This is an optimization exercise on Yosys and OpenROAD, whose aim is small area, not a production implementation. Where RTL was checked, it was by simulation tests only, not by an equivalence proof against the original. No functional check of the RTL was part of run 1. In every run shown here, the design's own scripts or RTL, not TritonCTS, make the clock network. No driver is modelled on the clock port, so clock power and skew are understated where the tree is cut down; a real chip needs a root buffer or a tree. Power figures rest on the tool's default switching activity, not on a simulated workload.

--- design/flow/design.v ---
module counter(
    input clk, rst,
    output tick_1
);
    reg [6:0] s;
    assign tick_1 = s[6] & s[4] & s[3] & ~s[2] & ~s[1] & s[0];
    wire fb = ~(s[6] ^ s[3]) ^ tick_1;
    always @(posedge clk or posedge rst)
        if (rst) s <= 7'b0011001;
        else     s <= {s[5:0], fb};
endmodule
module bcd_digit(
    input clk, reset,
    input e,                 
    output reg [3:0] d,
    output nine
);
    wire a = e & d[0];
    assign nine = d[3] & d[0];    
    always @(posedge clk or posedge reset)
        if (reset) d <= 4'd9;
        else begin
            d[0] <= d[0] ^ e;
            d[1] <= d[1] ^ (a & ~d[3]);
            d[2] <= d[2] ^ (a & d[1]);
            d[3] <= a ? (~d[3] & d[1] & d[2]) : d[3];
        end
endmodule
module bcd(
    input wire clk,
    input wire reset,
    input wire button,
    output wire [15:0] d,
    output wire down
);
    wire tick_1;
    counter tick_gen(.clk(clk), .rst(reset), .tick_1(tick_1));
    reg [3:0] t;
    reg armed;
    assign down = t[3] & (t[2] | t[1]);
    wire n0, n1, n2;
    wire all9 = n0 & n1 & n2 & t[3] & t[0];
    wire inc = tick_1 & (down | (armed & ~button & ~all9));
    wire e1 = inc & n0;
    wire e2 = e1 & n1;
    wire e3 = e2 & n2;
    bcd_digit u0(.clk(clk), .reset(reset), .e(inc), .d(d[3:0]),  .nine(n0));
    bcd_digit u1(.clk(clk), .reset(reset), .e(e1),  .d(d[7:4]),  .nine(n1));
    bcd_digit u2(.clk(clk), .reset(reset), .e(e2),  .d(d[11:8]), .nine(n2));
    assign d[15:12] = t;
    wire k9 = t[3] & t[2] & t[0];
    always @(posedge clk or posedge reset)
        if (reset) begin
            t <= 4'b1010;
            armed <= 1'b1;
        end else begin
            if (e3) t <= k9 ? 4'd0 : t + 4'd1;
            if (tick_1 & ~down & button) armed <= 1'b0;
        end
endmodule
module top_bcd(
    input clk, rst, button,
    output [6:0] seg,
    output [3:0] an
);
    wire [15:0] d;
    wire down;
    bcd BC1(.clk(clk), .reset(rst), .button(button), .d(d), .down(down));
    reg [7:0] r;
    reg [1:0] scan;
    wire z = ~(r[1] | r[2] | r[3] | r[5] | r[6]);
    wire fb = r[7] ^ (r[0] | r[4] | z);
    wire wrap = r[7] & ~r[0] & ~r[4] & z;    
    always @(posedge clk or posedge rst)
        if (rst) begin
            r <= 8'd0;
            scan <= 2'd0;
        end else begin
            r <= {r[6:0], fb};
            scan[0] <= scan[0] ^ wrap;
            scan[1] <= scan[1] ^ (wrap & scan[0]);
        end
    assign an[0] = ~(~scan[1] & ~scan[0]);
    assign an[1] = ~(~scan[1] &  scan[0]);
    assign an[2] = ~( scan[1] & ~scan[0]);
    assign an[3] = ~( scan[1] &  scan[0]);
    wire [3:0] v = (d[3:0] | {4{an[0]}}) & (d[7:4] | {4{an[1]}})
                 & (d[11:8] | {4{an[2]}}) & (d[15:12] | {4{an[3]}});
    wire [3:0] x;
    assign x[0] = v[0] ^ down;
    assign x[1] = v[1];
    assign x[2] = down ? (v[2] ^ v[1]) & ~v[3] : v[2];
    assign x[3] = down ? ~(v[3] | v[2] | v[1]) : v[3];
    reg [6:0] s;
    always @(*)
        case (x)
            4'd1: s = 7'b1111001;
            4'd2: s = 7'b0100100;
            4'd3: s = 7'b0110000;
            4'd4: s = 7'b0011001;
            4'd5: s = 7'b0010010;
            4'd6: s = 7'b0000010;
            4'd7: s = 7'b1111000;
            4'd8: s = 7'b0000000;
            4'd9: s = 7'b0010000;
            4'd0: s = 7'b1000000;
            default: s = 7'bx;
        endcase
    assign seg = s;
endmodule
--- design/flow/flow/run.sh ---
#!/bin/bash
# Own layout flow: the standard ORFS flow (standard.sh) with these changes
#  - ABC maps the logic with each of a few area-oriented scripts
#    (flow/abc*.abc) and the smallest result is kept (flow/abc_pick.tcl); the
#    rest of the synthesis, and so every register, is the standard flow's own
#  - input and output ports are buffered with buf_1
#  - the clock tree is a few clock buffers fed straight from the clock port,
#    each driving a cluster of registers (flow/kbuf.tcl, flow/pre_cts.tcl)
# settings come from flow/settings.sh. Each tool's output goes to standard.log
# in this folder; ORFS's own per-step logs are under orfs/logs.
set -uo pipefail
W=$PWD
F=$W/flow
export MY_FLOW_DIR=$F
MY_CLKBUF=sky130_fd_sc_hd__clkbuf_8
MY_NCLKBUF=3
EXTRA=()
[ -f $F/settings.sh ] && source $F/settings.sh
export MY_CLKBUF MY_NCLKBUF
{
  echo "source $F/abc_pick.tcl"
  cat $W/synth_recipe.tcl
} > $W/my_synth.tcl
bash $W/standard.sh SYNTH_SCRIPT=$W/my_synth.tcl \
  "BUFFER_PORTS_ARGS=-buffer_cell sky130_fd_sc_hd__buf_1" \
  PRE_CTS_TCL=$F/pre_cts.tcl "${EXTRA[@]}" finish > $W/standard.log 2>&1
--- design/flow/flow/abc1.abc ---
&get -n; &st; &dch -f; &nf -R 1000; &put; topo
--- design/flow/flow/abc2.abc ---
&get -n; &st; &dch -f; &nf -R 1000; &put; strash; &get -n; &st; &dch -f; &nf -R 1000; &put; topo
--- design/flow/flow/abc3.abc ---
&get -n; &st; &dc2; &dc2; &dch -f; &nf -R 1000 -a; &put; topo
--- design/flow/flow/abc4.abc ---
strash; dch; map -a; topo
--- design/flow/flow/abc5.abc ---
&get -n; &st; &dc2; &dch -f; &nf -R 1000; &put; topo
--- design/flow/flow/abc_pick.tcl ---
# Replaces yosys's abc command in the standard flow's synthesis script: the logic is
# mapped with each ABC script in $::env(MY_FLOW_DIR)/abc*.abc and the
# smallest result (by liberty cell area) is kept. Only the combinational
# logic changes; registers are mapped before abc runs and are left alone.
proc abc {args} {
  set i [lsearch -exact $args -script]
  set libargs {}
  foreach {k v} $args { if {$k eq "-liberty"} { lappend libargs -liberty $v } }
  set scripts [lsort [glob $::env(MY_FLOW_DIR)/abc*.abc]]
  yosys design -save pre_abc
  set best ""
  set best_area 1e30
  foreach s $scripts {
    yosys design -load pre_abc
    set a $args
    lset a [expr {$i + 1}] $s
    yosys abc {*}$a
    set txt [yosys tee -q -s result.string stat {*}$libargs]
    set area 1e30
    foreach {m v} [regexp -all -inline {Chip area for [^:]*: ([0-9.]+)} $txt] { set area $v }
    puts "abc_pick: $s area $area"
    if {$area < $best_area} { set best_area $area; set best $s }
  }
  yosys design -load pre_abc
  set a $args
  lset a [expr {$i + 1}] $best
  puts "abc_pick: using $best ($best_area)"
  yosys abc {*}$a
}
--- design/flow/flow/kbuf.tcl ---
proc kbuf_clock_tree {cell k} {
  set block [ord::get_db_block]
  set clk_net [$block findNet clk]
  set master [[ord::get_db] findMaster $cell]
  set pts {}
  foreach it [$clk_net getITerms] {
    set bb [[$it getInst] getBBox]
    lappend pts [list $it [expr {([$bb xMin] + [$bb xMax]) / 2}] [expr {([$bb yMin] + [$bb yMax]) / 2}]]
  }
  set pts [lsort -integer -index 1 $pts]
  set n [llength $pts]
  # initial centres: spread along x
  set cs {}
  for {set j 0} {$j < $k} {incr j} {
    set p [lindex $pts [expr {int(($j + 0.5) * $n / $k)}]]
    lappend cs [list [lindex $p 1] [lindex $p 2]]
  }
  for {set iter 0} {$iter < 20} {incr iter} {
    set groups {}
    for {set j 0} {$j < $k} {incr j} { lappend groups {} }
    foreach p $pts {
      set best 0; set bd 1e30
      for {set j 0} {$j < $k} {incr j} {
        set c [lindex $cs $j]
        set d [expr {abs([lindex $p 1] - [lindex $c 0]) + abs([lindex $p 2] - [lindex $c 1])}]
        if {$d < $bd} { set bd $d; set best $j }
      }
      lset groups $best [concat [lindex $groups $best] [list $p]]
    }
    set cs {}
    foreach g $groups {
      set sx 0; set sy 0
      foreach p $g { set sx [expr {$sx + [lindex $p 1]}]; set sy [expr {$sy + [lindex $p 2]}] }
      set m [llength $g]
      if {$m == 0} { set m 1 }
      lappend cs [list [expr {$sx / $m}] [expr {$sy / $m}]]
    }
  }
  for {set j 0} {$j < $k} {incr j} {
    set g [lindex $groups $j]
    if {[llength $g] == 0} { continue }
    set inst [odb::dbInst_create $block $master clkbuf_leaf_$j]
    set net [odb::dbNet_create $block clknet_leaf_$j]
    $net setSigType CLOCK
    foreach p $g {
      set it [lindex $p 0]
      $it disconnect
      $it connect $net
    }
    [$inst findITerm A] connect $clk_net
    [$inst findITerm X] connect $net
    set c [lindex $cs $j]
    $inst setLocation [lindex $c 0] [lindex $c 1]
    $inst setPlacementStatus PLACED
    puts "kbuf_clock_tree: $cell $j drives [llength $g] clock pins"
  }
}
--- design/flow/flow/pre_cts.tcl ---
# Replaces TritonCTS for this small design: see kbuf.tcl.
source $::env(MY_FLOW_DIR)/kbuf.tcl
rename clock_tree_synthesis _tritoncts_unused
proc clock_tree_synthesis {args} {
  kbuf_clock_tree $::env(MY_CLKBUF) $::env(MY_NCLKBUF)
  set_propagated_clock [all_clocks]
}
--- design/flow/flow/settings.sh ---
MY_CLKBUF=sky130_fd_sc_hd__clkbuf_8
MY_NCLKBUF=3
EXTRA=(ADDER_MAP_FILE=)
--- design/flow/standard.sh ---
#!/bin/bash
# synth_recipe.tcl (not shown) runs the flow's synth.tcl, then flattens the netlist and writes it again
# the make line also repeats each setting of config.mk as NAME=value (left out here)
make -C /OpenROAD-flow-scripts/flow DESIGN_CONFIG=/design/flow/config.mk WORK_HOME=/design/flow/orfs CLKGATE_MAP_FILE= SYNTH_SCRIPT=/design/flow/synth_recipe.tcl "${@:-finish}"
--- design/flow/config.mk ---
export PLATFORM = sky130hd
export DESIGN_NAME = top_bcd
export DESIGN_NICKNAME = top_bcd
export VERILOG_FILES = /design/flow/design.v
export SDC_FILE = /design/flow/constraint.sdc
export NUM_CORES = 4
export LEC_CHECK = 0
export CAP_MARGIN = 20
export CORE_MARGIN = 2
export CORE_UTILIZATION = 40
export SLEW_MARGIN = 20
--- design/flow/constraint.sdc ---
create_clock -name core_clock -period 100.0 [get_ports {clk}]
set_input_delay 20.0000 -clock core_clock [delete_from_list [all_inputs] [get_ports {clk}]]
set_output_delay 20.0000 -clock core_clock [all_outputs]
set_load 0.01 [all_outputs]
==> results of run 1 <==
==> layout by cell type (no fill, tap or decap) <==
cell type  instances
a21oi_1            2
or2_0              2
or3_1              2
nor2b_1            2
clkbuf_8           3
nor2_1            18
dfrtp_1           22
nand3_1            9
a31oi_1            2
o211ai_1           1
nand2b_1           2
nand4_1            4
clkinv_1           2
nor3b_1            1
a22o_1             1
and3_1             2
or4_1              1
nor3_1             6
o21ai_0            6
nand2_1           12
xnor2_1            6
o22ai_1            6
clkinv_2           1
o31ai_1            1
buf_1             13
a21boi_0           2
dfstp_2           12
xor2_1            11
o22a_1             1
==> routing by layer <==
layer | wire length, um | GRT usage, % | vias to the layer above
met4 | 38 | 1.596 | 0
li1 | - | - | 514
met2 | 1141 | 23.18 | 21
met1 | 1228 | 19.25 | 495
met5 | 0 | 0 | -
met3 | 110 | 1.232 | 5
==> critical path: cells and delay by family (launching register included) <==
family	cells	cell delay (ns)
and+or+nand+nor	5	1.05
AOI/OAI and AO/OA	3	0.61
DFF	1	0.43
buffers and inverters	2	0.30
xor gates and xnor gates	1	0.14
==> cells by family (layout without fill, tap and decap cells) <==
| logic type | after synthesis | count (layout) | synth area share [%] |
|---|---|---|---|
| compound gates | 22 | 22 | 9.467 |
| xor+xnor | 17 | 17 | 10.24 |
| buf+inv | 3 | 19 | 0.7745 |
| flops | 34 | 34 | 59.55 |
| simple gates | 61 | 61 | 19.96 |
==> layout make-up <==
class | count | area (um^2) | share of cell area, %
plain buffers | 3 | 41.29 | 2.576
inverters | 3 | 12.51 | 0.7806
multi-input cells | 100 | 576.8 | 35.99
flip-flops and latches | 34 | 865.8 | 54.02
well taps | 46 | 57.56 | 3.591
repair buffers | 13 | 48.80 | 3.044
==> metrics by stage <==
step,power (W),hold slack (ns)
after CTS,0.00002071,0.3552
after detailed placement,0.00001475,0.3450
after floorplan,0.00001454,0.3312
final,0.00002048,0.3544
after global routing,0.00002150,0.3618
after global placement,0.00001472,0.3379
==> power by group <==
part           internal [W]  switching [W]     total, W
Sequential        0.0000138   0.0000000434    0.0000139
Combinational   0.000000144    0.000000450  0.000000595
Clock            0.00000274     0.00000326   0.00000600
==> state kept, by name, indices dropped and copies added, names as in the netlist <==
signal,flops
r,8
BC1.tick_gen.s,7
BC1.t,4
BC1.u0.d,4
BC1.u1.d,4
BC1.u2.d,4
scan,2
BC1.armed,1
==> worst max path at each step <==
stage / end / cells past startpoint / slack (ns)
after floorplan: seg[1] / 10 / 77.79
after global placement: seg[1] / 11 / 77.73
after detailed placement: seg[1] / 11 / 77.53
after CTS: seg[1] / 11 / 77.35
after global routing: seg[1] / 11 / 77.01
final: seg[1] / 11 / 77.33
==> summary.md, run 1 <==
| Metric | Value |
|---|---|
| Netlist area before placement | `1454 um^2` |
| Final Hold Viols | `0` |
| WL/cell | `12.65 um` |
| Crit path launch | `scan[0]$_DFF_PP0_` |
| Post-placement cell count | `196` |
| Final #Nets | `158` |
| Clk_skew | `0.02239 ns` |
| Diode count | `0` |
| Total gr overflow | `0` |
| Biggest area consumer among synthesized cells | `dfrtp_1` |
| CP max-delay cell | `dfrtp_1` |
| Vias | `1,035` |
| Syn Area/Cell | `10.61 um^2` |
| EDFF count, synth | `0` |
| R2r startpoint | `BC1.tick_gen.s[3]$_DFF_PP1_` |
| Critical path's largest stage delay | `0.43 ns` |
| DRC | `0` |
| Vias in the first global route | `1,027` |
| Die height | `64.29 um` |
| #FFs+latches synth | `34` |
| Cell Area, Placed | `1562 um^2` |
| Gpl congestion | `0.7892` |
| Reg clk slew, reported paths | `0.09 ns` |
| Crit Reg-Reg Endpoint | `BC1.t[1]$_DFFE_PP1P_` |
| DP Worst Slack | `77.53 ns` |
| Setup violators final | `0` |
| Reg2reg path depth | `8` |
| Design Area, Final | `1603 um^2` |
| Library cells used by synthesis | `26` |
| Clock latency on the worst-skew pair | `0.15 ns` |
| Share of the synthesized area in the top cell type | `37.87%` |
| Final ANT Viol Nets | `0` |
| DP HPWL | `1.871 mm` |
| Ys Warns | `4` |
| Largest net degree at the start of global routing | `35` |
| Crit path time final | `22.67 ns` |
| Critical path class | `reg2out` |
| Post-synth ARST share | `100.0%` |
| Crit-path cells | `or2_0 -> o22ai_1 -> nor2_1 -> clkinv_1 -> nor2_1 -> xor2_1 -> o21ai_0 -> a21oi_1 -> nor2b_1 -> nor2b_1 -> buf_1` |
| Initial core utilization | `42.56%` |
| Post-Layout Cell Count | `199` |
| Pre-antenna DRT Iters | `4` |
| Crit-path max FO | `6` |
| Slew Limit Fails | `0` |
| Rows | `21` |
| Syn nets | `140` |
| Crit share post-route | `22.67%` |
| Min-Delay Path Depth | `0` |
| Slew @ Worst Pin | `0.6983 ns` |
| PD cells | `12.78 nW/um^2` |
| Worst setup margin | `77.33 ns` |
| RSZ-0062 raised after global routing | `false` |
| Area growth, synth to finish | `10.24%` |
| DR iter-0 viols | `76` |
| CTS resizes | `0` |
| Top-count cell post-synth | `dfrtp_1` |
| Core footprint | `3416 um^2` |
| Worst hold endpoint | `BC1.tick_gen.s[6]$_DFF_PP0_` |
| CP required | `80.00 ns` |
| Relative slew slack | `52.95%` |
| Tot GR Track Use | `13.52%` |
| Commonest cells in the synthesized netlist | `dfrtp_1, nor2_1, dfstp_2, nand2_1, xor2_1` |
| Die W | `64.29 um` |
| Fill count | `333` |
| Die area | `4133 um^2` |
| Synthesized instance count | `137` |
| Main flop type after synthesis | `dfrtp_1` |
| Layout cells sized above 1 | `10.46%` |
| Hold Buf Count CTS | `0` |
| R2r setup slk | `97.28 ns` |
| Min-delay src | `BC1.tick_gen.s[5]$_DFF_PP0_` |
| First-pass GRT wire length | `4.712 mm` |
| IO Pins | `14` |
| Static leakage | `0.7062 nW` |
| Status | `complete, no violations` |
| Fmax | `44.12 MHz` |
| Sequential area share after synthesis | `59.55%` |
| Fin util | `46.92%` |
| Worst hold path type | `reg2reg` |
| Crit end category | `primary output` |
| Main area contributors after synthesis | `dfrtp_1, dfstp_2, xor2_1` |
| Setup bufs post-CTS | `0` |
| Max IR drop VDD | `7.629 uV` |
| Count of input and output buffers | `13` |
| Vias per cell | `5.201` |
| Final wirelength | `2.518 mm` |
| CP arrival | `2.67 ns` |
| CP startpoint kind | `flip-flop` |
| Number of max-cap violations | `0` |
| Setup TNS after final layout | `0 ns` |
| Initial antenna violation count | `0` |
==> inputs of run 2 (changes only) <==
--- a/design/flow/design.v
+++ b/design/flow/design.v
@@ -2,2 +2,3 @@
     input clk, rst,
+    input freeze,
     output tick_1
@@ -5,6 +6,7 @@
     reg [6:0] s;
-    assign tick_1 = s[6] & s[4] & s[3] & ~s[2] & ~s[1] & s[0];
-    wire fb = ~(s[6] ^ s[3]) ^ tick_1;
+    assign tick_1 = ~s[6] & s[5] & s[4] & s[3] & s[2] & s[1] & s[0];
+    wire jump = s[6] & ~s[5] & s[3] & ~s[2] & ~s[1] & s[0];
+    wire fb = (~(s[6] ^ s[3]) ^ jump) | freeze;
     always @(posedge clk or posedge rst)
-        if (rst) s <= 7'b0011001;
+        if (rst) s <= 7'b0010011;
         else     s <= {s[5:0], fb};
@@ -35,10 +37,10 @@
 );
+    reg [3:0] t;
+    assign down = t[3] & (t[2] | t[1]);
     wire tick_1;
-    counter tick_gen(.clk(clk), .rst(reset), .tick_1(tick_1));
-    reg [3:0] t;
-    reg armed;
-    assign down = t[3] & (t[2] | t[1]);
+    counter tick_gen(.clk(clk), .rst(reset), .freeze(tick_1 & ~down & button),
+                     .tick_1(tick_1));
     wire n0, n1, n2;
     wire all9 = n0 & n1 & n2 & t[3] & t[0];
-    wire inc = tick_1 & (down | (armed & ~button & ~all9));
+    wire inc = tick_1 & (down | (~button & ~all9));
     wire e1 = inc & n0;
@@ -52,9 +54,4 @@
     always @(posedge clk or posedge reset)
-        if (reset) begin
-            t <= 4'b1010;
-            armed <= 1'b1;
-        end else begin
-            if (e3) t <= k9 ? 4'd0 : t + 4'd1;
-            if (tick_1 & ~down & button) armed <= 1'b0;
-        end
+        if (reset) t <= 4'b1010;
+        else if (e3) t <= k9 ? 4'd0 : t + 4'd1;
 endmodule
==> run 2 against run 1 <==
Flip-flop and latch count shrank 1. First-iteration DRC count shrank 16%. Clock power shrank 2%. Sequential share of layout area shrank 0.68 points. Fmax grew 1.4%. Design area shrank 1.8%. Synthesized cell count grew 0.73%. Critical path type unchanged. Critical endpoint unchanged.
==> summary.md, run 2 <==
| Metric | Value |
|---|---|
| Status | `complete, no violations` |
| Final ANT Viol Nets | `0` |
| CP arrival | `2.36 ns` |
| First-pass GRT wire length | `4.698 mm` |
| CP startpoint kind | `flip-flop` |
| Main flop type after synthesis | `dfrtp_1` |
| Initial antenna violation count | `0` |
| GR peak layer | `met2` |
| Critical path class | `reg2out` |
| IO Pins | `14` |
| Count of input and output buffers | `13` |
| CP required | `80.00 ns` |
| Top reg by flops | `r` |
| Commonest cells in the synthesized netlist | `dfrtp_1, nor2_1, nand2_1` |
| GR met1 Demand/Resource | `19.14%` |
| Biggest area consumer among synthesized cells | `dfrtp_1` |
| Main area contributors after synthesis | `dfrtp_1, dfstp_2, nor2_1` |
| Total gr overflow | `0` |
| Hold Buf Count CTS | `0` |
| Fmax | `44.72 MHz` |
| Synthesized instance count | `138` |
| CTS resizes | `0` |
| Crit share post-route | `22.36%` |
| Slew @ Worst Pin | `0.7324 ns` |
| Gpl congestion | `0.8388` |
| Library cells used by synthesis | `26` |
| Setup violators final | `0` |
| Syn nets | `141` |
| Largest net degree at the start of global routing | `34` |
| Final Hold Viols | `0` |
| Worst hold path type | `reg2reg` |
| Grt met2 use | `24.47%` |
| DR iter-0 viols | `64` |
| Area growth, synth to finish | `10.35%` |
| Netlist area before placement | `1426 um^2` |
| Crit-path max FO | `6` |
| Die area | `4060 um^2` |
| Post-Layout Cell Count | `200` |
| Vias in the first global route | `1,048` |
| Static leakage | `0.6746 nW` |
| WL/cell | `13.35 um` |
| Crit end category | `primary output` |
| Diode count | `0` |
| R2r setup slk | `97.27 ns` |
| PD cells | `13.98 nW/um^2` |
| Crit Reg-Reg Endpoint | `BC1.t[2]$_DFFE_PP0P_` |
| Die height | `63.72 um` |
| Reg clk slew, reported paths | `0.07 ns` |
| RSZ-0062 raised after global routing | `false` |
| Ys Warns | `4` |
| Share of the synthesized area in the top cell type | `38.60%` |
| Max IR drop VDD | `8.725 uV` |
| R2r startpoint | `BC1.t[2]$_DFFE_PP0P_` |
| Min-delay src | `r[2]$_DFF_PP0_` |
| Largest regs | `r x8, BC1.tick_gen.s x7` |
| Vias | `1,080` |
| Rows | `21` |
| Number of max-cap violations | `0` |
| Final wirelength | `2.670 mm` |
| Tot GR Track Use | `13.96%` |
| Cell Area, Placed | `1533 um^2` |
| Relative slew slack | `50.66%` |
| Reg2reg path depth | `8` |
| Top-count cell post-synth | `dfrtp_1` |
| Setup bufs post-CTS | `0` |
| Pre-antenna DRT Iters | `4` |
| Clk_skew | `0.01678 ns` |
| Min-Delay Path Depth | `0` |
| Core footprint | `3390 um^2` |
| Most common cell after layout, fill and taps aside | `dfrtp_1` |
| Setup TNS after final layout | `0 ns` |
| Fin util | `46.44%` |
| Sequential area share after synthesis | `58.86%` |
| Worst hold endpoint | `r[3]$_DFF_PP0_` |
| Final #Nets | `159` |
| Worst setup margin | `77.64 ns` |
| Slew Limit Fails | `0` |
| DRC | `0` |
| Post-placement cell count | `197` |
| Post-synth ARST share | `100.0%` |
| Clock latency on the worst-skew pair | `0.14 ns` |
| Max FFs per register | `8` |
| #FFs+latches synth | `33` |
| EDFF count, synth | `0` |
| Design Area, Final | `1574 um^2` |
| Die W | `63.72 um` |
| Initial core utilization | `42.08%` |
| DP HPWL | `1.995 mm` |
| Most frequent cells in the layout | `dfrtp_1, nor2_1, buf_1, nand2_1` |
| Vias per cell | `5.400` |
| Syn Area/Cell | `10.34 um^2` |
| M3 GR Usage | `1.786%` |
| Crit path time final | `22.36 ns` |
| DP Worst Slack | `77.80 ns` |
| Layout cells sized above 1 | `9.740%` |
run 2: routing by layer:
| layer | vias to the layer above | wire (um) |
|---|---|---|
| li1 | 519 | - |
| met1 | 530 | 1203 |
| met2 | 27 | 1286 |
| met3 | 4 | 143 |
| met4 | 0 | 36 |
| met5 | - | 0 |
run 2: logic make-up (layout without fill, tap and decap cells):
logic type / after synthesis / in the layout / share of synthesized area (%)
flip-flops: 33 / 33 / 58.86
buffers and inverters: 2 / 18 / 0.5265
AND/OR/NAND/NOR: 66 / 66 / 21.84
XOR/XNOR: 14 / 14 / 8.597
AO/OA/AOI/OAI: 23 / 23 / 10.18
run 2: worst max-delay path by stage:
stage                           start  endpoint  slack (ns)  cells after the start
floorplan           scan[0]$_DFF_PP0_    seg[1]       78.14                      8
global placement    scan[0]$_DFF_PP0_    seg[1]       77.94                      9
detailed placement  scan[0]$_DFF_PP0_    seg[1]       77.80                      9
CTS                 scan[0]$_DFF_PP0_    seg[1]       77.63                      9
global route        scan[0]$_DFF_PP0_    seg[1]       77.43                      9
finish              scan[0]$_DFF_PP0_    seg[1]       77.64                      9
run 2: metrics by stage:
step,power [W],hold WS [ns]
2_1_floorplan,0.00001573,0.3461
3_3_place_gp,0.00001626,0.3543
3_5_place_dp,0.00001638,0.3570
4_1_cts,0.00002221,0.3782
5_1_grt,0.00002301,0.3898
6_report,0.00002201,0.3764
run 2: final cells by class:
class,instances,area (um^2)
multi-input cells,103,579.3
fillers,333,1815
plain buffers,3,41.29
flip-flops and latches,33,839.6
well taps,46,57.56
inverters,2,7.507
repair buffers,13,48.80
run 2: worst max-delay path, stage by stage, from the launching register on:
cell	delay, ns
dfrtp_1	0.44
or2_0	0.32
nor2_1	0.11
or3_1	0.41
nor2_1	0.13
o22a_1	0.21
o21ai_0	0.14
nor2_1	0.17
and2_0	0.15
buf_1	0.15
run 2: power by group:
group          switching [W]  internal [W]   total [W]
Sequential       0.000000318     0.0000139   0.0000142
Clock             0.00000317    0.00000274  0.00000590
Combinational     0.00000126   0.000000659  0.00000192
==> inputs of run 3 (changes only) <==
==> design/flow/flow/settings.sh (replaced) <==
MY_CLKBUF=sky130_fd_sc_hd__clkbuf_16
MY_NCLKBUF=1
EXTRA=(ADDER_MAP_FILE=)
==> run 3 against run 2 <==
Sequential share of layout area is 0.56 points higher. Fmax is 0.23% lower. Combinational power hardly changed. Clock skew is 0.011 ns lower. Worst setup slack worse by 0.051 ns. Core utilization is 0.48 points lower. Largest cell class unchanged. Die area stayed put. Critical endpoint unchanged. Critical path depth stayed put. Synthesized cell count stayed put. Worst hold slack better by 0.0094 ns. Global-route usage is 0.23 points lower. Register-to-register slack hardly changed.
==> summary.md, run 3 <==
| Metric | Value |
|---|---|
| Setup TNS after final layout | `0 ns` |
| Slew Limit Fails | `0` |
| Netlist area before placement | `1426 um^2` |
| Largest regs | `r x8, BC1.tick_gen.s x7` |
| Final wirelength | `2.638 mm` |
| WL/cell | `13.32 um` |
| Slew @ Worst Pin | `0.7251 ns` |
| CP startpoint kind | `flip-flop` |
| Psw | `0.000004778 W` |
| Largest net degree at the start of global routing | `34` |
| Rows | `21` |
| DR iter-0 viols | `60` |
| Sw Share | `22.56%` |
| Layout cells sized above 1 | `8.553%` |
| Final ANT Viol Nets | `0` |
| Syn Area/Cell | `10.34 um^2` |
| DP HPWL | `1.995 mm` |
| Worst hold path type | `reg2reg` |
| Max FFs per register | `8` |
| Die W | `63.72 um` |
| Part of the power in combinational logic | `9.1%` |
| Die height | `63.72 um` |
| Vias per cell | `5.389` |
| Fin util | `45.96%` |
| Top-count cell post-synth | `dfrtp_1` |
| Total gr overflow | `0` |
| Diode count | `0` |
| Sequential area share after synthesis | `58.86%` |
| Syn nets | `141` |
| Static leakage | `0.6653 nW` |
| First-pass GRT wire length | `4.636 mm` |
| Clock latency on the worst-skew pair | `0.18 ns` |
| Vias | `1,067` |
| Clk pwr share | `23.9%` |
| Share of the synthesized area in the top cell type | `38.60%` |
| Most frequent cells in the layout | `dfrtp_1, nor2_1, buf_1, nand2_1` |
| EDFF count, synth | `0` |
| Crit path time final | `22.41 ns` |
| Setup bufs post-CTS | `0` |
| FF/Latch Area | `839.6 um^2` |
| Initial antenna violation count | `0` |
| CTS resizes | `0` |
| Main flop type after synthesis | `dfrtp_1` |
| PD cells | `13.59 nW/um^2` |
| Fill count | `328` |
| Commonest cells in the synthesized netlist | `dfrtp_1, nor2_1, nand2_1` |
| #FFs+latches synth | `33` |
| Pre-antenna DRT Iters | `4` |
| Setup violators final | `0` |
| Gpl congestion | `0.8388` |
| Vias in the first global route | `1,052` |
| RSZ-0062 raised after global routing | `false` |
| Biggest area consumer among synthesized cells | `dfrtp_1` |
| Final Hold Viols | `0` |
| Clk_skew | `0.006135 ns` |
| Count of input and output buffers | `13` |
| Post-synth ARST share | `100.0%` |
| Multi-input combinational cell area | `579.3 um^2` |
| Synthesized instance count | `138` |
| Area growth, synth to finish | `9.210%` |
| CP required | `80.00 ns` |
| Main area contributors after synthesis | `dfrtp_1, dfstp_2, nor2_1` |
| Number of max-cap violations | `0` |
| Die area | `4060 um^2` |
| Relative slew slack | `51.15%` |
| Reg clk slew, reported paths | `0.12 ns` |
| Core footprint | `3390 um^2` |
| Critical path class | `reg2out` |
| Hold Buf Count CTS | `0` |
| Crit share post-route | `22.41%` |
| Status | `complete, no violations` |
| Ys Warns | `4` |
| Max IR drop VDD | `9.363 uV` |
| Seq pwr share | `67.0%` |
| Library cells used by synthesis | `26` |
| Crit end category | `primary output` |
| Initial core utilization | `42.08%` |
| CP arrival | `2.41 ns` |
| Final #Nets | `157` |
| Top reg by flops | `r` |
| IO Pins | `14` |
| Crit-path max FO | `6` |
| Tot GR Track Use | `13.73%` |
| Fmax | `44.62 MHz` |
| Most common cell after layout, fill and taps aside | `dfrtp_1` |
| Pint | `0.00001640 W` |
| DRC | `0` |
run 3: cell counts after synthesis:
Identical to the previous run, type by type.
run 3: metrics by stage:
step / power [W] / instance area [um^2] / hold WS, ns / std cells / worst slack, ns
after floorplan: 0.00001573 / 1426 / 0.3461 / 138 / 78.14
after global placement: 0.00001626 / 1533 / 0.3543 / 197 / 77.94
after detailed placement: 0.00001638 / 1533 / 0.3570 / 197 / 77.80
after CTS: 0.00002146 / 1558 / 0.3881 / 198 / 77.58
after global routing: 0.00002212 / 1558 / 0.4000 / 198 / 77.38
final: 0.00002118 / 1558 / 0.3858 / 198 / 77.59
run 3: path summary, 6_finish.rpt:
path | to | cells past startpoint | start | slack, ns
max | seg[1] | 9 | scan[0]$_DFF_PP0_ | 77.59
min | BC1.tick_gen.s[1]$_DFF_PP1_ | 0 | BC1.tick_gen.s[0]$_DFF_PP1_ | 0.39
max reg2reg | BC1.t[2]$_DFFE_PP0P_ | 8 | BC1.t[2]$_DFFE_PP0P_ | 97.27
min reg2reg | BC1.tick_gen.s[1]$_DFF_PP1_ | 0 | BC1.tick_gen.s[0]$_DFF_PP1_ | 0.39
max in group asynchronous | BC1.tick_gen.s[3]$_DFF_PP0_ | 2 | rst | 79.68
min in group asynchronous | r[4]$_DFF_PP0_ | 2 | rst | 19.88
run 3: area by class of cell:
class	count	area share (%)
buffer	1	1.606
sequential	33	53.90
inverter	2	0.4819
timing repair buffer	13	3.133
tap	46	3.695
multi-input combinational	103	37.19
run 3: layer usage:
layer	track usage, %	wire [um]
met1	18.56	1215
met2	24.34	1272
met3	1.071	106
met4	2.446	44
met5	0	0
run 3: worst max-delay path, stage by stage, from the launching register on:
cell and delay, ns:
dfrtp_1 0.46, or2_0 0.32, nor2_1 0.11, or3_1 0.41
nor2_1 0.13, o22a_1 0.21, o21ai_0 0.14, nor2_1 0.16
and2_0 0.15, buf_1 0.15
run 3: cells by family after synthesis:
group / synth area share (%)
xor gates and xnor gates: 8.597
DFF: 58.86
AOI/OAI and AO/OA: 10.18
buffers and inverters: 0.5265
and+or+nand+nor: 21.84
run 3: power by group through the flow:
stage	Clock (W)	Combinational [W]	Sequential, W
3_3_place_gp	0	0.00000186	0.0000144
5_1_grt	0.00000564	0.00000221	0.0000143
6_report	0.00000507	0.00000192	0.0000142
2_1_floorplan	0	0.00000139	0.0000143
3_5_place_dp	0	0.00000194	0.0000144
4_1_cts	0.00000530	0.00000196	0.0000142
==> inputs of run 4 (changes only) <==
==> design/flow/flow/settings.sh (replaced) <==
MY_CLKBUF=sky130_fd_sc_hd__clkbuf_8
MY_NCLKBUF=2
EXTRA=(ADDER_MAP_FILE=)
==> run 4 against run 3 <==
Critical path type unchanged. Via count is essentially flat. Core utilization grew 0.074 points. Clock power shrank 1%. Register-to-register slack is essentially flat. Critical path depth is the same.
==> summary.md, run 4 <==
| Metric | Value |
|---|---|
| Status | `complete, no violations` |
| Tot GR Track Use | `13.81%` |
| Total gr overflow | `0` |
| Crit end category | `primary output` |
| Die W | `63.72 um` |
| EDFF count, synth | `0` |
| Fin util | `46.03%` |
| CTS resizes | `0` |
| Relative slew slack | `51.23%` |
| Setup violators final | `0` |
| Library cells used by synthesis | `26` |
| Min-Delay Path Depth | `0` |
| Syn nets | `141` |
| First-pass GRT wire length | `4.678 mm` |
| R2r setup slk | `97.27 ns` |
| Diode count | `0` |
| WL/cell | `13.27 um` |
| Layout cells sized above 1 | `9.150%` |
| Final Hold Viols | `0` |
| Count of input and output buffers | `13` |
| Setup bufs post-CTS | `0` |
| Clock latency on the worst-skew pair | `0.16 ns` |
| Final #Nets | `158` |
| Worst hold endpoint | `BC1.tick_gen.s[1]$_DFF_PP1_` |
| Largest net degree at the start of global routing | `34` |
| Crit share post-route | `22.40%` |
| Initial antenna violation count | `0` |
| Top reg by flops | `r` |
| GR peak layer | `met2` |
| Most frequent cells in the layout | `dfrtp_1, nor2_1, buf_1, nand2_1` |
| DR iter-0 viols | `61` |
| DP HPWL | `1.995 mm` |
| DRC | `0` |
| Main area contributors after synthesis | `dfrtp_1, dfstp_2, nor2_1` |
| Number of max-cap violations | `0` |
| Final ANT Viol Nets | `0` |
| Slew @ Worst Pin | `0.7239 ns` |
| Post-synth ARST share | `100.0%` |
| Fmax | `44.64 MHz` |
| Design Area, Final | `1560 um^2` |
| Max FFs per register | `8` |
| Most common cell after layout, fill and taps aside | `dfrtp_1` |
| Pre-antenna DRT Iters | `4` |
| Hold Buf Count CTS | `0` |
| Static leakage | `0.6674 nW` |
| PD cells | `13.53 nW/um^2` |
| Slew Limit Fails | `0` |
| R2r startpoint | `BC1.t[2]$_DFFE_PP0P_` |
| Initial core utilization | `42.08%` |
| Largest regs | `r x8, BC1.tick_gen.s x7` |
| Crit path time final | `22.40 ns` |
| Netlist area before placement | `1426 um^2` |
| Synthesized instance count | `138` |
| CP arrival | `2.40 ns` |
| Biggest area consumer among synthesized cells | `dfrtp_1` |
| Syn Area/Cell | `10.34 um^2` |
| Cell Area, Placed | `1533 um^2` |
| Min-delay src | `BC1.tick_gen.s[0]$_DFF_PP1_` |
| IO Pins | `14` |
| Share of the synthesized area in the top cell type | `38.60%` |
| Crit-path max FO | `6` |
| RSZ-0062 raised after global routing | `false` |
| Final wirelength | `2.640 mm` |
| Crit Reg-Reg Endpoint | `BC1.t[2]$_DFFE_PP0P_` |
| Top-count cell post-synth | `dfrtp_1` |
| Vias per cell | `5.357` |
| CP startpoint kind | `flip-flop` |
| Reg2reg path depth | `8` |
| CP required | `80.00 ns` |
| Clk_skew | `0.008087 ns` |
| Die area | `4060 um^2` |
| GR met1 Demand/Resource | `18.79%` |
| Main flop type after synthesis | `dfrtp_1` |
| #FFs+latches synth | `33` |
| Commonest cells in the synthesized netlist | `dfrtp_1, nor2_1, nand2_1` |
| M3 GR Usage | `1.607%` |
| Die height | `63.72 um` |
| Rows | `21` |
| Max IR drop VDD | `7.847 uV` |
| Ys Warns | `4` |
| Grt met2 use | `24.47%` |
| Vias | `1,066` |
| Critical path class | `reg2out` |
| Worst hold path type | `reg2reg` |
| Gpl congestion | `0.8388` |
| Vias in the first global route | `1,060` |
| Setup TNS after final layout | `0 ns` |
| Reg clk slew, reported paths | `0.10 ns` |
| Area growth, synth to finish | `9.386%` |
| Core footprint | `3390 um^2` |
| Sequential area share after synthesis | `58.86%` |
==> run 4: changes by cell type in the layout (fill, tap and decap cells not counted), sizes merged <==
cell | previous run | this run
clkbuf | 1 | 2
==> run 4: layout make-up <==
cell class	instances	area (um^2)
well taps	46	57.56
inverters	2	7.507
fillers	327	1829
plain buffers	2	27.53
flip-flops and latches	33	839.6
multi-input cells	103	579.3
repair buffers	13	48.80
==> run 4: cell families after synthesis <==
group                     count (synthesis)  synth area share (%)
buffers and inverters                     2                0.5265
and+or+nand+nor                          66                 21.84
DFF                                      33                 58.86
xor gates and xnor gates                 14                 8.597
AOI/OAI and AO/OA                        23                 10.18
==> run 4: how the worst max path moves through the flow <==
stage	slack [ns]	endpoint	depth (start not counted)	start
6_report	77.60	seg[1]	9	scan[0]$_DFF_PP0_
5_1_grt	77.39	seg[1]	9	scan[0]$_DFF_PP0_
4_1_cts	77.60	seg[1]	9	scan[0]$_DFF_PP0_
3_5_place_dp	77.80	seg[1]	9	scan[0]$_DFF_PP0_
3_3_place_gp	77.94	seg[1]	9	scan[0]$_DFF_PP0_
2_1_floorplan	78.14	seg[1]	8	scan[0]$_DFF_PP0_
==> run 4: critical path: stages, from the launching register on <==
cell and delay (ns):
dfrtp_1 0.46, or2_0 0.32, nor2_1 0.11, or3_1 0.41, nor2_1 0.13, o22a_1 0.21, o21ai_0 0.14, nor2_1 0.17
and2_0 0.15, buf_1 0.15
==> run 4: metrics by stage <==
step / hold WS, ns / total power [W] / cells / worst slack (ns)
after floorplan: 0.3461 / 0.00001573 / 138 / 78.14
after global placement: 0.3543 / 0.00001626 / 197 / 77.94
after detailed placement: 0.3570 / 0.00001638 / 197 / 77.80
after CTS: 0.3848 / 0.00002143 / 199 / 77.60
after global routing: 0.3977 / 0.00002218 / 199 / 77.39
final: 0.3818 / 0.00002111 / 199 / 77.60
==> run 4: power breakdown <==
part           switching, W  internal [W]
sequential      0.000000317     0.0000139
clock            0.00000315    0.00000185
combinational    0.00000126   0.000000659
total            0.00000473     0.0000164
==> run 4: layer usage <==
metal	up-vias	wire, um	part of all wire [%]
met2	22	1267	48
met5	-	0	0
met1	525	1223	46
li1	515	-	-
met3	4	125	4.7
met4	0	23	0.87
==> inputs of run 5 (changes only) <==
--- a/design/flow/design.v
+++ b/design/flow/design.v
@@ -38,3 +38,3 @@
     reg [3:0] t;
-    assign down = t[3] & (t[2] | t[1]);
+    assign down = t[3] & t[2];
     wire tick_1;
@@ -52,6 +52,5 @@
     assign d[15:12] = t;
-    wire k9 = t[3] & t[2] & t[0];
     always @(posedge clk or posedge reset)
-        if (reset) t <= 4'b1010;
-        else if (e3) t <= k9 ? 4'd0 : t + 4'd1;
+        if (reset) t <= 4'b1100;
+        else if (e3) t <= t + 4'd1;
 endmodule
@@ -87,3 +86,3 @@
     assign x[0] = v[0] ^ down;
-    assign x[1] = v[1];
+    assign x[1] = v[1] ^ (down & v[3] & v[2]);
     assign x[2] = down ? (v[2] ^ v[1]) & ~v[3] : v[2];
--- a/design/flow/flow/run.sh
+++ b/design/flow/flow/run.sh
@@ -3,3 +3,3 @@
 #  - ABC maps the logic with each of a few area-oriented scripts
-#    (flow/abc*.abc) and the smallest result is kept (flow/abc_pick.tcl); the
+#    (flow/abc_scripts.txt) and the smallest result is kept (flow/abc_pick.tcl); the
 #    rest of the synthesis, and so every register, is the standard flow's own
--- a/design/flow/flow/abc_pick.tcl
+++ b/design/flow/flow/abc_pick.tcl
@@ -1,5 +1,5 @@
 # Replaces yosys's abc command in the standard flow's synthesis script: the logic is
-# mapped with each ABC script in $::env(MY_FLOW_DIR)/abc*.abc and the
-# smallest result (by liberty cell area) is kept. Only the combinational
-# logic changes; registers are mapped before abc runs and are left alone.
+# mapped with each ABC script listed in $::env(MY_FLOW_DIR)/abc_scripts.txt
+# (one per line) and the smallest result by liberty cell area is kept. Only
+# the combinational logic changes: registers are mapped before abc runs.
 proc abc {args} {
@@ -8,3 +8,13 @@
   foreach {k v} $args { if {$k eq "-liberty"} { lappend libargs -liberty $v } }
-  set scripts [lsort [glob $::env(MY_FLOW_DIR)/abc*.abc]]
+  set fh [open $::env(MY_FLOW_DIR)/abc_scripts.txt]
+  set lines [split [string trim [read $fh]] "\n"]
+  close $fh
+  set scripts {}
+  set n 0
+  foreach l $lines {
+    incr n
+    set f [file join $::env(OBJECTS_DIR) "abc_script_$n.abc"]
+    set o [open $f w]; puts $o $l; close $o
+    lappend scripts $f
+  }
   yosys design -save pre_abc
@@ -16,3 +26,3 @@
     lset a [expr {$i + 1}] $s
-    yosys abc {*}$a
+    if {[catch {yosys abc {*}$a} err]} { puts "abc_pick: $s failed: $err"; continue }
     set txt [yosys tee -q -s result.string stat {*}$libargs]
==> design/flow/flow/abc_scripts.txt (new file) <==
&get -n; &st; &dch -f; &nf -R 1000; &put; topo
&get -n; &st; &dch -f; &nf -R 1000; &put; strash; &get -n; &st; &dch -f; &nf -R 1000; &put; topo
&get -n; &st; &dc2; &dc2; &dch -f; &nf -R 1000 -a; &put; topo
&get -n; &st; &dc2; &dch -f; &nf -R 1000; &put; topo
&get -n; &st; &synch2; &dch -f; &nf -R 1000; &put; topo
&get -n; &st; &syn2; &dch -f; &nf -R 1000; &put; topo
&get -n; &st; &syn3; &dch -f; &nf -R 1000; &put; topo
&get -n; &st; &dch; &nf -R 1000; &put; topo
&get -n; &st; &dch -x; &nf -R 1000; &put; topo
&get -n; &st; &if -K 4; &st; &dch -f; &nf -R 1000; &put; topo
&get -n; &st; &if -K 6; &mfs; &st; &dch -f; &nf -R 1000; &put; topo
strash; balance; rewrite; refactor; balance; rewrite; rewrite -z; balance; refactor -z; rewrite -z; balance; &get -n; &st; &dch -f; &nf -R 1000; &put; topo
strash; balance; rewrite; refactor; balance; rewrite; rewrite -z; balance; refactor -z; rewrite -z; balance; balance; rewrite; refactor; balance; rewrite; rewrite -z; balance; refactor -z; rewrite -z; balance; &get -n; &st; &dch -f; &nf -R 1000; &put; topo
strash; dc2; balance; rewrite; refactor; &get -n; &st; &dch -f; &nf -R 1000; &put; topo
&get -n; &st; &dch -f; &nf -R 1000 -E 10; &put; topo
&get -n; &st; &dch -f; &nf -R 1000 -Q 10; &put; topo
&get -n; &st; &dc2; &dch -f; &nf -R 1000; &put; strash; &get -n; &st; &dc2; &dch -f; &nf -R 1000; &put; topo
&get -n; &st; &b; &dch -f; &nf -R 1000; &put; topo
&get -n; &st; &dsdb; &dch -f; &nf -R 1000; &put; topo
&get -n; &st; &dch -f; &nf -R 1000 -p; &put; topo
&get -n; &st; &dc2; &syn2; &dch -f; &nf -R 1000; &put; topo
&get -n; &st; &synch2; &dc2; &dch -f; &nf -R 1000; &put; strash; &get -n; &st; &dch -f; &nf -R 1000; &put; topo
strash; dch -f; map -a; strash; &get -n; &st; &dch -f; &nf -R 1000; &put; topo
strash; balance; rewrite; refactor; balance; rewrite; rewrite -z; balance; refactor -z; rewrite -z; balance; dch -f; map -a; topo
removed: design/flow/flow/abc1.abc
removed: design/flow/flow/abc2.abc
removed: design/flow/flow/abc3.abc
removed: design/flow/flow/abc4.abc
removed: design/flow/flow/abc5.abc
==> run 5 against run 4 <==
Sequential share of layout area decreased by 0.34 points. Die area decreased by 1.2%. Global-route usage increased by 0.10 points. Area after synthesis decreased by 1.2%. Fmax decreased by 0.29%. Clock skew decreased by 0.0020 ns. Largest cell class unchanged. Largest power group unchanged. Highest routed layer unchanged.
==> summary.md, run 5 <==
| Metric | Value |
|---|---|
| Top-count cell post-synth | `dfrtp_1` |
| Fin util | `46.69%` |
| Largest net degree at the start of global routing | `22` |
| DR iter-0 viols | `56` |
| Layout cells sized above 1 | `9.333%` |
| Final #Nets | `155` |
| Vias in the first global route | `1,001` |
| Syn nets | `137` |
| Biggest area consumer among synthesized cells | `dfrtp_1` |
| Area growth, synth to finish | `11.46%` |
| Setup bufs post-CTS | `0` |
| Post-synth ARST share | `100.0%` |
| Diode count | `0` |
| Hold Buf Count CTS | `0` |
| Die W | `63.35 um` |
| EDFF count, synth | `0` |
| Vias | `1,025` |
| Netlist area before placement | `1409 um^2` |
| Count of input and output buffers | `13` |
| Setup TNS after final layout | `0 ns` |
| Fmax | `44.51 MHz` |
| Share of the synthesized area in the top cell type | `39.08%` |
| Pre-antenna DRT Iters | `4` |
| Top reg by flops | `r` |
| Synthesized instance count | `134` |
| Critical path class | `reg2out` |
| CP required | `80.00 ns` |
| Ys Warns | `4` |
| Static leakage | `0.6284 nW` |
| Final ANT Viol Nets | `0` |
| CP arrival | `2.47 ns` |
| Slew @ Worst Pin | `0.5260 ns` |
| Post-Layout Cell Count | `196` |
| Die height | `63.35 um` |
| Gpl congestion | `0.7580` |
| Syn Area/Cell | `10.51 um^2` |
| Die area | `4013 um^2` |
| Main area contributors after synthesis | `dfrtp_1, dfstp_2, xnor2_1` |
| Initial core utilization | `41.89%` |
| Final Hold Viols | `0` |
| Vias per cell | `5.230` |
| Sequential area share after synthesis | `59.59%` |
| DP HPWL | `1.979 mm` |
| Slew Limit Fails | `0` |
| #FFs+latches synth | `33` |
| Final wirelength | `2.531 mm` |
| Most common cell after layout, fill and taps aside | `dfrtp_1` |
| Clock latency on the worst-skew pair | `0.16 ns` |
| Crit-path max FO | `6` |
| Crit path time final | `22.47 ns` |
| Core footprint | `3363 um^2` |
| RSZ-0062 raised after global routing | `false` |
| Main flop type after synthesis | `dfrtp_1` |
| Setup violators final | `0` |
| Worst hold margin | `0.3819 ns` |
| WL/cell | `12.91 um` |
| CTS resizes | `0` |
| Tot GR Track Use | `13.91%` |
| Reg clk slew, reported paths | `0.10 ns` |
| DRC | `0` |
| Clk_skew | `0.006064 ns` |
| CP startpoint kind | `flip-flop` |
| Rows | `21` |
| Worst hold path type | `reg2reg` |
| First-pass GRT wire length | `4.650 mm` |
| Max IR drop VDD | `7.164 uV` |
| Relative slew slack | `64.56%` |
| IO Pins | `14` |
| Commonest cells in the synthesized netlist | `dfrtp_1, nor2_1, nand2_1, xnor2_1, dfstp_2` |
| Post-placement cell count | `194` |
| Number of max-cap violations | `0` |
| Crit end category | `primary output` |
| Max FFs per register | `8` |
| Crit share post-route | `22.47%` |
| Initial antenna violation count | `0` |
| Library cells used by synthesis | `23` |
| Status | `complete, no violations` |
| Total gr overflow | `0` |
| Fill count | `353` |
| PD cells | `13.34 nW/um^2` |
| Most frequent cells in the layout | `dfrtp_1, nor2_1, buf_1, nand2_1, xnor2_1` |
| Largest regs | `r x8, BC1.tick_gen.s x7` |
[run 5: stage by stage]
step                       power (W)  setup WS [ns]  area, um^2
after floorplan           0.00001551          77.99        1409
after global placement    0.00001599          77.86        1515
after detailed placement  0.00001621          77.74        1543
after CTS                 0.00002120          77.55        1570
after global routing      0.00002224          77.14        1570
final                     0.00002095          77.53        1570
[run 5: final timing paths]
kind / startpoint / end / slack (ns) / cells past startpoint
max: scan[0]$_DFF_PP0_ / seg[0] / 77.53 / 10
min: BC1.tick_gen.s[0]$_DFF_PP1_ / BC1.tick_gen.s[1]$_DFF_PP1_ / 0.38 / 0
max reg2reg: BC1.t[2]$_DFFE_PP1P_ / BC1.t[3]$_DFFE_PP1P_ / 97.48 / 8
min reg2reg: BC1.tick_gen.s[0]$_DFF_PP1_ / BC1.tick_gen.s[1]$_DFF_PP1_ / 0.38 / 0
max in group asynchronous: rst / BC1.u2.d[3]$_DFFE_PP1N_ / 79.71 / 3
min in group asynchronous: rst / BC1.tick_gen.s[2]$_DFF_PP0_ / 19.78 / 2
[run 5: kinds of logic (layout without fill, tap and decap cells)]
family | count (synthesis) | in the layout | share of synthesized area, %
buffers and inverters | 3 | 19 | 0.7992
AO/OA/AOI/OAI | 28 | 28 | 11.63
AND/OR/NAND/NOR | 55 | 55 | 18.65
XOR/XNOR | 15 | 15 | 9.325
flip-flops | 33 | 33 | 59.59
[run 5: layer usage]
| layer | GRT usage [%] | share of wire (%) |
|---|---|---|
| met5 | 0 | 0 |
| met4 | 1.902 | 1.5 |
| met2 | 23.16 | 47 |
| met1 | 20.77 | 48 |
| met3 | 0.5357 | 3.0 |
[run 5: final cells by class]
type,instances,area (um^2),share of cell area (%)
Multi-Input combinational cell,98,558.0,35.54
Inverter,3,11.26,0.7171
Tap cell,46,57.56,3.665
Timing Repair Buffer,14,76.32,4.861
Buffer,2,27.53,1.753
Sequential cell,33,839.6,53.47
[run 5: power breakdown]
group	total (W)	internal (W)	switching [W]
clock network	0.00000501	0.00000185	0.00000316
registers	0.0000141	0.0000138	0.000000263
logic	0.00000186	0.000000687	0.00000117
total	0.0000210	0.0000164	0.00000459
[run 5: worst max-delay path, stage by stage, from the launching register on]
cell,delay [ns]
dfrtp_1,0.44
or2_0,0.31
o22ai_1,0.15
nor3_1,0.26
nand2_1,0.11
xor2_1,0.31
clkinv_1,0.14
a21oi_1,0.21
nand2_1,0.09
a21oi_1,0.13
buf_1,0.17
==> inputs of run 6 (changes only) <==
--- a/design/flow/design.v
+++ b/design/flow/design.v
@@ -38,3 +38,3 @@
     reg [3:0] t;
-    assign down = t[3] & t[2];
+    assign down = t[3] & (t[2] | t[1]);
     wire tick_1;
@@ -52,5 +52,6 @@
     assign d[15:12] = t;
+    wire k9 = t[3] & t[2] & t[0];
     always @(posedge clk or posedge reset)
-        if (reset) t <= 4'b1100;
-        else if (e3) t <= t + 4'd1;
+        if (reset) t <= 4'b1010;
+        else if (e3) t <= k9 ? 4'd0 : t + 4'd1;
 endmodule
@@ -86,3 +87,3 @@
     assign x[0] = v[0] ^ down;
-    assign x[1] = v[1] ^ (down & v[3] & v[2]);
+    assign x[1] = v[1];
     assign x[2] = down ? (v[2] ^ v[1]) & ~v[3] : v[2];
==> run 6 against run 5 <==
Still clean. Clock skew grew 0.0094 ns. Global-route usage rose by 0.68 points. Via count increased by 0.39%. Clock power is essentially flat. Flip-flop and latch count is the same. Worst hold slack gained 0.0041 ns. Power rose by 2.3%. Sequential share of layout area fell by 0.38 points. Area after synthesis up 0.80%. Register-to-register slack improved by 0.07 ns. First-iteration DRC count rose by 110%. Critical endpoint is now seg[3]. Largest power group unchanged.
==> summary.md, run 6 <==
| Metric | Value |
|---|---|
| Status | `complete, no violations` |
| Clock latency on the worst-skew pair | `0.16 ns` |
| Core footprint | `3363 um^2` |
| DP HPWL | `2.012 mm` |
| Largest net degree at the start of global routing | `23` |
| Number of max-cap violations | `0` |
| Max FFs per register | `8` |
| Slew @ Worst Pin | `0.6659 ns` |
| Fin util | `47.02%` |
| IO Pins | `14` |
| Most common cell after layout, fill and taps aside | `dfrtp_1` |
| Largest regs | `r x8, BC1.tick_gen.s x7` |
| Die area | `4043 um^2` |
| Fmax | `44.20 MHz` |
| Slew Limit Fails | `0` |
| Worst hold path type | `reg2reg` |
| Crit end category | `primary output` |
| Total gr overflow | `0` |
| Pre-antenna DRT Iters | `4` |
| Static leakage | `0.6469 nW` |
| Post-synth ARST share | `100.0%` |
| Vias per cell | `5.223` |
| CP startpoint kind | `flip-flop` |
| #FFs+latches synth | `33` |
| Final #Nets | `156` |
| PD cells | `13.55 nW/um^2` |
| Biggest area consumer among synthesized cells | `dfrtp_1` |
| Syn nets | `138` |
| Netlist area before placement | `1420 um^2` |
| EDFF count, synth | `0` |
| Vias | `1,029` |
| Diode count | `0` |
| Main flop type after synthesis | `dfrtp_1` |
| Worst setup margin | `77.37 ns` |
| Share of the synthesized area in the top cell type | `38.77%` |
| Worst hold margin | `0.3860 ns` |
| First-pass GRT wire length | `4.871 mm` |
| Final ANT Viol Nets | `0` |
| Critical path class | `reg2out` |
| Ys Warns | `4` |
| Sequential area share after synthesis | `59.12%` |
| Fill count | `355` |
| Synthesized instance count | `135` |
| Rows | `21` |
| Crit-path max FO | `6` |
| Layout cells sized above 1 | `9.272%` |
| Count of input and output buffers | `13` |
| Commonest cells in the synthesized netlist | `dfrtp_1, nand2_1, nor2_1` |
| Max IR drop VDD | `13.21 uV` |
| CTS resizes | `0` |
| FF/Latch Area | `839.6 um^2` |
| Top-count cell post-synth | `dfrtp_1` |
| Gpl congestion | `0.7832` |
| Die W | `63.59 um` |
| Crit path time final | `22.63 ns` |
| DR iter-0 viols | `119` |
| Main area contributors after synthesis | `dfrtp_1, dfstp_2, xnor2_1` |
| Initial antenna violation count | `0` |
| Tot GR Track Use | `14.59%` |
| Top reg by flops | `r` |
| Library cells used by synthesis | `30` |
| Area growth, synth to finish | `11.37%` |
| CP arrival | `2.63 ns` |
| Setup bufs post-CTS | `0` |
| Multi-input combinational cell area | `565.5 um^2` |
| Die height | `63.59 um` |
| WL/cell | `13.39 um` |
| Setup violators final | `0` |
| Syn Area/Cell | `10.52 um^2` |
| Final Hold Viols | `0` |
| RSZ-0062 raised after global routing | `false` |
| Setup TNS after final layout | `0 ns` |
| Vias in the first global route | `1,020` |
| DP Worst Slack | `77.60 ns` |
| CP required | `80.00 ns` |
| Crit share post-route | `22.63%` |
| Most frequent cells in the layout | `dfrtp_1, nand2_1, nor2_1, buf_1, dfstp_2` |
| Relative slew slack | `55.22%` |
| DRC | `0` |
| Final wirelength | `2.638 mm` |
| Reg clk slew, reported paths | `0.11 ns` |
| Hold Buf Count CTS | `0` |
| Clk_skew | `0.01549 ns` |
| Initial core utilization | `42.22%` |
[run 6: power breakdown]
part           switching, W  internal [W]
clock network    0.00000318    0.00000186
registers       0.000000359     0.0000139
logic            0.00000131   0.000000809
[run 6: routing by layer]
metal	GRT usage [%]	routed length, um
met1	20.14	1234
met2	26.45	1305
met3	0.8929	79
met5	0	0
met4	0.8152	19
[run 6: worst paths after layout]
| check | to | from | cells past startpoint | slack (ns) |
|---|---|---|---|---|
| setup / recovery | seg[3] | scan[0]$_DFF_PP0_ | 10 | 77.37 |
| hold / removal | r[3]$_DFF_PP0_ | r[2]$_DFF_PP0_ | 0 | 0.39 |
| setup reg to reg | BC1.u2.d[1]$_DFF_PP0_ | BC1.u1.d[0]$_DFF_PP1_ | 11 | 97.55 |
| hold reg to reg | r[3]$_DFF_PP0_ | r[2]$_DFF_PP0_ | 0 | 0.39 |
| max in group asynchronous | BC1.u1.d[3]$_DFFE_PP1N_ | rst | 3 | 79.73 |
| min in group asynchronous | BC1.tick_gen.s[5]$_DFF_PP0_ | rst | 2 | 19.76 |
[run 6: worst max-delay path, stage by stage (launching register included)]
cell	delay [ns]
dfrtp_1	0.45
or2_0	0.30
o221ai_1	0.42
clkinv_1	0.22
nor2_1	0.18
o21ai_0	0.12
o31a_1	0.20
xnor2_1	0.17
nand2_1	0.09
a21oi_1	0.16
buf_1	0.16
[run 6: final cells by class]
cell class	count	share of cell area, %
multi-input cells	98	35.76
inverters	4	0.9494
repair buffers	14	4.826
plain buffers	2	1.741
flip-flops and latches	33	53.09
well taps	46	3.639
[run 6: cell families after synthesis]
family / Yosys count / synth area share [%]
compound gates: 26 / 11.72
xor+xnor: 13 / 8.018
buf+inv: 4 / 1.057
flops: 33 / 59.12
simple gates: 59 / 20.09
[run 6: stage by stage]
step,power [W],area [um^2],std cells
floorplan,0.00001585,1420,135
global placement,0.00001639,1526,194
detailed placement,0.00001667,1554,195
CTS,0.00002188,1582,197
global route,0.00002271,1582,197
finish,0.00002144,1582,197
==> inputs of run 7 (changes only) <==
--- a/design/flow/flow/abc_pick.tcl
+++ b/design/flow/flow/abc_pick.tcl
@@ -38,2 +38,7 @@
   yosys abc {*}$a
+  # inv_2 has the area of inv_1 and clkinv_1 and drives more: use it for
+  # every inverter, so the one on the reset, which drives every register,
+  # needs no buffer from repair_design
+  yosys chtype -map sky130_fd_sc_hd__inv_1 sky130_fd_sc_hd__inv_2 t:sky130_fd_sc_hd__inv_1
+  yosys chtype -map sky130_fd_sc_hd__clkinv_1 sky130_fd_sc_hd__inv_2 t:sky130_fd_sc_hd__clkinv_1
 }
==> run 7 against run 6 <==
Core utilization down 0.82 points. Die area did not move. Register-to-register slack got worse by 0.03 ns. Largest cell class unchanged. Critical path depth stayed put. Power shrank 0.27%. Routed wire length is 0.11% lower. Highest routed layer unchanged. Synthesized cell count did not move. Fmax is 0.57% higher.
==> summary.md, run 7 <==
| Metric | Value |
|---|---|
| DP HPWL | `1.999 mm` |
| EDFF count, synth | `0` |
| IO Pins | `14` |
| Synthesized instance count | `135` |
| Vias per cell | `5.413` |
| Largest net degree at the start of global routing | `34` |
| Clock latency on the worst-skew pair | `0.16 ns` |
| Design Area, Final | `1554 um^2` |
| Die W | `63.59 um` |
| Gpl congestion | `0.8026` |
| Biggest area consumer among synthesized cells | `dfrtp_1` |
| Fill count | `342` |
| Initial core utilization | `42.22%` |
| Static leakage | `0.6494 nW` |
| Sequential area share after synthesis | `59.12%` |
| Crit share post-route | `22.50%` |
| Slew @ Worst Pin | `0.6851 ns` |
| Worst hold path type | `reg2reg` |
| Number of max-cap violations | `0` |
| Pre-antenna DRT Iters | `4` |
| Critical path class | `reg2out` |
| Vias in the first global route | `990` |
| Status | `complete, no violations` |
| RSZ-0062 raised after global routing | `false` |
| Main area contributors after synthesis | `dfrtp_1, dfstp_2, xnor2_1` |
| Diode count | `0` |
| Post-Layout Cell Count | `196` |
| DRC | `0` |
| Seq pwr share | `66.8%` |
| Die height | `63.59 um` |
| PD cells | `13.76 nW/um^2` |
| DP Worst Slack | `77.71 ns` |
| Worst setup margin | `77.50 ns` |
| FF/Latch Area | `839.6 um^2` |
| Final #Nets | `155` |
| Crit end category | `primary output` |
| Hold Buf Count CTS | `0` |
| Library cells used by synthesis | `30` |
| Clk_skew | `0.01679 ns` |
| WL/cell | `13.44 um` |
| R2r startpoint | `BC1.t[1]$_DFFE_PP1P_` |
| Post-placement cell count | `194` |
| Pint | `0.00001649 W` |
| Core footprint | `3363 um^2` |
| #FFs+latches synth | `33` |
| Netlist area before placement | `1420 um^2` |
| Die area | `4043 um^2` |
| Max IR drop VDD | `5.276 uV` |
| Reg clk slew, reported paths | `0.11 ns` |
| Tot GR Track Use | `14.18%` |
| Count of input and output buffers | `13` |
| Top reg by flops | `r` |
| First-pass GRT wire length | `4.788 mm` |
| Layout cells sized above 1 | `11.33%` |
| Top-count cell post-synth | `dfrtp_1` |
| Relative slew slack | `53.85%` |
| Crit path launch | `scan[0]$_DFF_PP0_` |
| Vias | `1,061` |
| Area growth, synth to finish | `9.427%` |
| Commonest cells in the synthesized netlist | `dfrtp_1, nand2_1, nor2_1` |
| Cell Area, Placed | `1526 um^2` |
| Syn nets | `138` |
| Ys Warns | `4` |
| Multi-input combinational cell area | `565.5 um^2` |
| Part of the power in combinational logic | `9.4%` |
| Clk pwr share | `23.8%` |
| Final wirelength | `2.635 mm` |
| Sw Share | `22.86%` |
| Share of the synthesized area in the top cell type | `38.77%` |
| Psw | `0.000004888 W` |
| CTS resizes | `0` |
| Most frequent cells in the layout | `dfrtp_1, nand2_1, nor2_1, buf_1, dfstp_2` |
| CP startpoint kind | `flip-flop` |
| Largest regs | `r x8, BC1.tick_gen.s x7` |
| Most common cell after layout, fill and taps aside | `dfrtp_1` |
| Main flop type after synthesis | `dfrtp_1` |
| Post-synth ARST share | `100.0%` |
| Rows | `21` |
| Syn Area/Cell | `10.52 um^2` |
| Setup TNS after final layout | `0 ns` |
| Crit-path max FO | `6` |
| Min-delay src | `r[5]$_DFF_PP0_` |
| Max FFs per register | `8` |
| Slew Limit Fails | `0` |
| CP arrival | `2.50 ns` |
| Total gr overflow | `0` |
| Setup bufs post-CTS | `0` |
| Crit path time final | `22.50 ns` |
| CP required | `80.00 ns` |
| Final Hold Viols | `0` |
| DR iter-0 viols | `101` |
| Initial antenna violation count | `0` |
| Final ANT Viol Nets | `0` |
| Setup violators final | `0` |
| Fmax | `44.45 MHz` |
## run 7: path summary, 6_finish.rpt
path | slack [ns] | endpoint | cells past startpoint
worst max-delay path | 77.50 | seg[3] | 10
worst min-delay path | 0.36 | r[6]$_DFF_PP0_ | 0
worst max register to register | 97.52 | BC1.u2.d[1]$_DFF_PP0_ | 8
worst min register to register | 0.36 | r[6]$_DFF_PP0_ | 0
max in group asynchronous | 79.65 | BC1.u1.d[1]$_DFF_PP0_ | 2
min in group asynchronous | 19.90 | BC1.tick_gen.s[5]$_DFF_PP0_ | 2
## run 7: worst max-delay path: stages, from the launching register on
cell      delay [ns]
dfrtp_1         0.44
or2_0           0.31
o221ai_1        0.45
inv_2           0.10
nor2_1          0.16
o21ai_0         0.12
o31a_1          0.20
xnor2_1         0.17
nand2_1         0.09
a21oi_1         0.15
buf_1           0.16
## run 7: power groups by stage
| stage | clock [W] | combinational, W | sequential [W] |
|---|---|---|---|
| after floorplan | 0 | 0.00000147 | 0.0000144 |
| after global placement | 0 | 0.00000191 | 0.0000145 |
| after detailed placement | 0 | 0.00000202 | 0.0000145 |
| after CTS | 0.00000524 | 0.00000204 | 0.0000143 |
| after global routing | 0.00000604 | 0.00000227 | 0.0000144 |
| final | 0.00000509 | 0.00000201 | 0.0000143 |
## run 7: layout make-up
class	count	area share (%)
buffer	2	1.771
inverter	4	0.9662
multi-input combinational	98	36.39
sequential	33	54.03
tap	46	3.704
timing repair buffer	13	3.140
## run 7: cell families after synthesis
| group | after synthesis | share of synthesized area, % |
|---|---|---|
| compound gates | 26 | 11.72 |
| xor+xnor | 13 | 8.018 |
| simple gates | 59 | 20.09 |
| flops | 33 | 59.12 |
| buf+inv | 4 | 1.057 |
## run 7: routing by layer
| metal | GRT usage [%] | part of all wire, % | wire length (um) |
|---|---|---|---|
| met3 | 0.7143 | 3.1 | 83 |
| met1 | 20.72 | 46 | 1224 |
| met2 | 24.21 | 49 | 1294 |
| met4 | 1.359 | 1.3 | 33 |
| met5 | 0 | 0 | 0 |
## run 7: metrics by stage
step | total power [W] | hold WS (ns) | utilization (%)
2_1_floorplan | 0.00001587 | 0.3461 | -
3_3_place_gp | 0.00001639 | 0.3568 | 45.39
3_5_place_dp | 0.00001656 | 0.3630 | 45.39
4_1_cts | 0.00002158 | 0.3671 | 46.21
5_1_grt | 0.00002270 | 0.3590 | 46.21
6_report | 0.00002138 | 0.3599 | 46.21

==> separate check: timing with driven ports <==
The flow's constraints put no driver on any port. The routed layouts listed below were extracted and timed again, unchanged, in two steps.
Step 1 assumes that a clkbuf_16 drives the clock port and a buf_2 every other input.
Step 2, shift: input delay + t, output delay - t, t = (earliest + latest rising clock arrival at the registers) / 2. This alone moves slack from input paths to output paths.
a / b / c = ideal / step 1 / step 2; a / b = the first two.
| run | t, ns | setup WS [ns] | worst setup path after step 2 | latest minus earliest clock arrival (ns) | worst slew at a driven data input, ns |
|---|---|---|---|---|---|
| run 1 | 0.177 | 77.334 / 77.292 / 77.469 | register to output | 0.022 / 0.022 | 0.03 |
| run 2 | 0.179 | 77.637 / 77.591 / 77.771 | register to output | 0.016 / 0.017 | 0.03 |
| run 3 | 0.206 | 77.586 / 77.553 / 77.758 | register to output | 0.006 / 0.007 | 0.03 |
| run 4 | 0.188 | 77.597 / 77.563 / 77.751 | register to output | 0.008 / 0.009 | 0.03 |
| run 5 | 0.183 | 77.532 / 77.502 / 77.685 | register to output | 0.006 / 0.006 | 0.03 |
| run 6 | 0.184 | 77.373 / 77.342 / 77.526 | register to output | 0.016 / 0.015 | 0.03 |
| run 7 | 0.188 | 77.502 / 77.468 / 77.656 | register to output | 0.016 / 0.017 | 0.03 |
After both steps every run listed still meets setup and hold.
